From an optimization exercise on the open Yosys and OpenROAD flow, aimed at small area and a short achievable clock period; shortcuts taken in it are not production practice.
In this exercise RTL edits were held to simulation tests only and were not proved equivalent to the original.
Power and IR drop assume default switching activity.

## chip_top
module chip_top
  ( input          clk_i
  , input          reset_i
  , input          v_i
  , input  [31:0]  a_i
  , input  [31:0]  b_i
  , output         v_o
  , output [63:0]  c_o
  );
Size in the first run: ~3200 cells after synthesis, ~130 I/O pins, roughly 0.035 mm2 of cells after synthesis.
export LEC_CHECK = 0
export CAP_MARGIN = 20
export CORE_MARGIN = 2
export CORE_UTILIZATION = 60
export CTS_CLUSTER_DIAMETER = 50
export CTS_CLUSTER_SIZE = 40
export SETUP_SLACK_MARGIN = 5.0
export SLEW_MARGIN = 20
create_clock -name core_clock -period 7.5 [get_ports {clk_i}]
standard.sh (not shown) runs the stock make flow with config.mk's settings and CLKGATE_MAP_FILE= SYNTH_SCRIPT=/design/flow/synth_recipe.tcl, a recipe that flattens the netlist after the stock synthesis.
==> flow/flow/run.sh <==
#!/bin/bash
# Layout flow: the standard ORFS flow, with a cleaner synthesis netlist.
#  2. the same synthesis again with one change: Yosys's pre-mapping 'abc -fast'
#     (in synth's fine step) is skipped (-noabc) except on the final adder,
#     so extract_fa maps the RTL's full adders without the inverters abc's
#     restructuring leaves between them.  Everything else (ORFS synth.tcl,
#     synth_recipe.tcl, -nofsm -noshare, flatten, renames, final abc
#     mapping) is unchanged.
#  3. flow/polfix.py removes inverters left between self-dual cells.
#  4. the netlist is used only if its registers (names and cell types) are
#     exactly the standard synthesis's; otherwise the standard one is used.
#  5. bash standard.sh finish for the rest of the layout.
# Each tool's output goes to a log file of its own in this folder.
set -u
R=orfs/results/${FLOW_PLATFORM}/chip_top/base
bash standard.sh synth > 1_synth_standard.log 2>&1 || exit 1
cp $R/1_2_yosys.v $R/1_2_yosys_standard.v

# step 2: same make command as standard.sh, own WORK_HOME and synthesis script
# own synthesis script: synth_recipe.tcl with its first line (the synth
# wrapper) replaced; flow/synth_wrap.tcl adds -noabc to synth's fine step
# and runs 'abc -fast' only on the final adder (the logic between the
# carry-save registers fx_r/fy_r and prod_n), which maps better that way.
{ cat flow/synth_wrap.tcl; tail -n +2 synth_recipe.tcl; } > synth_recipe_noabc.tcl
MK=$(grep -m1 '^make ' standard.sh | sed -e "s#SYNTH_SCRIPT=[^ ]*#SYNTH_SCRIPT=$PWD/synth_recipe_noabc.tcl#" -e "s#WORK_HOME=[^ ]*#WORK_HOME=$PWD/orfs_noabc#" -e 's#"${@:-finish}"#synth#')
echo "$MK" > 1_synth_noabc.cmd
ok=0
if bash -c "$MK" > 1_synth_noabc.log 2>&1; then
  N=orfs_noabc/results/${FLOW_PLATFORM}/chip_top/base/1_2_yosys.v
  if python3 flow/polfix.py $N $R/1_2_yosys_fixed.v > polfix.log 2>&1; then
    python3 - $R/1_2_yosys_standard.v $R/1_2_yosys_fixed.v > regcheck.log 2>&1 <<'PY' && ok=1
import re, sys
def regs(f):
    t = open(f).read()
    return sorted(re.findall(r'\n  (sky130_fd_sc_hd__(?:dfxtp|dfrtp|dfstp|dfbbp|dfrbp|dfxbp|edfxtp|sdf\w*|dl\w*)_\d+)\s+(\S+)', t))
a, b = regs(sys.argv[1]), regs(sys.argv[2])
print('registers: standard %d, new %d' % (len(a), len(b)))
sys.exit(0 if a == b and a else 1)
PY
  fi
fi
if [ $ok = 1 ]; then
  echo "using the -noabc netlist" >> regcheck.log
  cp $R/1_2_yosys_fixed.v $R/1_2_yosys.v
  rm -f $R/1_synth.odb $R/1_synth.sdc
else
  echo "using the standard netlist" >> regcheck.log
fi
bash standard.sh finish > 2_finish.log 2>&1
Other scripts of this flow, unchanged in this note and not shown: flow/flow/polfix.py, flow/flow/synth_wrap.tcl
Rerun with:
CORE_UTILIZATION = 40   (was 60)
CTS_CLUSTER_DIAMETER = 60   (was 50)
CTS_CLUSTER_SIZE = 24   (was 40)
Routed wire length drops by 1.5%.
Synthesized cell count stays the same.
Setup slack got worse by 0.082 ns.
Synthesized area does not change.
Critical path depth climbs by 9.
Utilization goes down by 22 points.
Clock-buffer cell count fell by 3.
Sequential share of layout area falls by 0.45 points.
Combinational power fell by about 6%.
Cell count went up by 10%.
First-iteration DRC count shrinks by 20%.
Rerun with:
CTS_CLUSTER_DIAMETER = default   (was 60)
CTS_CLUSTER_SIZE = default   (was 24)
SETUP_SLACK_MARGIN = 4.8   (was 5.0)
Final area came out lower by about 1.4%. Count of clock-buffer cells in the layout came out higher by 22. Wire length came out higher by about 0.8%. Synthesized cell count does not change. Final cell count hardly moves.
Rerun with:
CORE_UTILIZATION = 60   (was 40)
SETUP_SLACK_MARGIN = 5.0   (was 4.8)
TNS_END_PERCENT = 10   (was default)
=> Cell area goes down slightly; flip-flop and latch count stays the same; utilization goes up by 23 points; via count came out higher by a few percent; wire length came out higher slightly; non-clock buffer count went down by 1; worst hold slack gains 0.017 ns; worst setup slack improves by 0.12 ns; total power is higher by a few percent; global-route usage climbs by 13 points; combinational power rises by roughly a tenth.
Rerun with:
TNS_END_PERCENT = default   (was 10)
After rerunning: Die area does not change; via count is about the same; routed wire length barely changes; clock skew is lower by 0.0062 ns; final cell count barely changes.

* * *

Starting RTL as in the previous note.
clock: 7.5 ns
lec_check: 0
cap_margin: 20
core_margin: 2
core_utilization: 40
setup_slack_margin: 5.0
slew_margin: 20
Scripts as last shown in full above: flow/flow/run.sh
Other scripts of this flow, unchanged in this note and not shown: flow/flow/polfix.py, flow/flow/synth_wrap.tcl
==> next run, changes <==
--- a/flow/config.mk
+++ b/flow/config.mk
@@ -9,3 +9,4 @@
 export CORE_MARGIN = 2
-export CORE_UTILIZATION = 40
+export CORE_UTILIZATION = 65
+export PLACE_DENSITY = 0.7
 export SETUP_SLACK_MARGIN = 5.0
Outcome: The new run completed without violations; cell count falls by 11%; cell area is lower by 3.2%; area after synthesis is unchanged; routed wire length came out lower by 0.55%; first-iteration DRC count grows by 29%; die area decreases by 38%; clock skew fell by 9.0 ps; total power goes up by 1.0%; sequential power barely changes.
==> next run, changes <==
--- a/flow/config.mk
+++ b/flow/config.mk
@@ -9,4 +9,4 @@
 export CORE_MARGIN = 2
-export CORE_UTILIZATION = 65
-export PLACE_DENSITY = 0.7
+export CORE_UTILIZATION = 70
+export PLACE_DENSITY = 0.78
 export SETUP_SLACK_MARGIN = 5.0
Effect: Global-route usage went up by 3.2 points. First-iteration DRC count increases by 30%. Combinational power barely changes. Wire length hardly moves. Sequential cell count does not change.
==> next run, changes <==
--- a/flow/config.mk
+++ b/flow/config.mk
@@ -9,4 +9,4 @@
 export CORE_MARGIN = 2
-export CORE_UTILIZATION = 70
-export PLACE_DENSITY = 0.78
+export CORE_UTILIZATION = 60
+export CTS_BUF_LIST = sky130_fd_sc_hd__clkbuf_8
 export SETUP_SLACK_MARGIN = 5.0
- setup slack degrades by 67 ps
- final area went up by 0.44%
- via count decreases by about 3%

[re-timing with driven ports]
The flow's constraints put no driver on any port. The routed layouts listed below were extracted and timed again, unchanged, in two steps.
Step 1: set_driving_cell puts a clkbuf_16 on clk_i and a buf_2 on each other input, an assumption about the parent block.
Step 2 also shifts input and output timing later by t, the mid clock arrival at the registers, as if the neighbouring blocks saw the same clock.
Slacks: ideal ports / drivers / drivers and shift; pairs: ideal ports / drivers.
| run | t, ns | setup WS [ns] | clock arrival spread, ns | worst data-port slew with drivers (ns) | pins driven straight from the clock port |
|---|---|---|---|---|---|
| the first run of note 1 | 0.699 | 4.905 / 4.840 / 4.852 | 0.032 / 0.033 | 0.10 | 1 |
| the second run of note 1 | 0.717 | 4.823 / 4.801 / 4.823 | 0.030 / 0.030 | 0.05 | 1 |
| the third run of note 1 | 0.677 | 4.761 / 4.761 / 4.761 | 0.035 / 0.036 | 0.05 | 1 |
| the fourth run of note 1 | 0.682 | 4.885 / 4.885 / 4.869 | 0.032 / 0.032 | 0.10 | 1 |
| the fifth run of note 1 | 0.686 | 4.947 / 4.882 / 4.882 | 0.028 / 0.027 | 0.10 | 1 |
| the first run of note 2 | 0.667 | 4.849 / 4.849 / 4.849 | 0.037 / 0.037 | 0.05 | 1 |
| the second run of note 2 | 0.702 | 4.895 / 4.846 / 4.853 | 0.027 / 0.026 | 0.06 | 1 |
| the third run of note 2 | 0.705 | 4.898 / 4.840 / 4.898 | 0.019 / 0.020 | 0.04 | 1 |
| the fourth run of note 2 | 0.783 | 4.831 / 4.768 / 4.890 | 0.034 / 0.034 | 0.10 | 1 |
After both steps setup and hold are still met in every run listed. The setup slack of the fifth run of note 1, which loses most, moves by -0.065 ns with the drivers and by -0.065 ns with both steps.
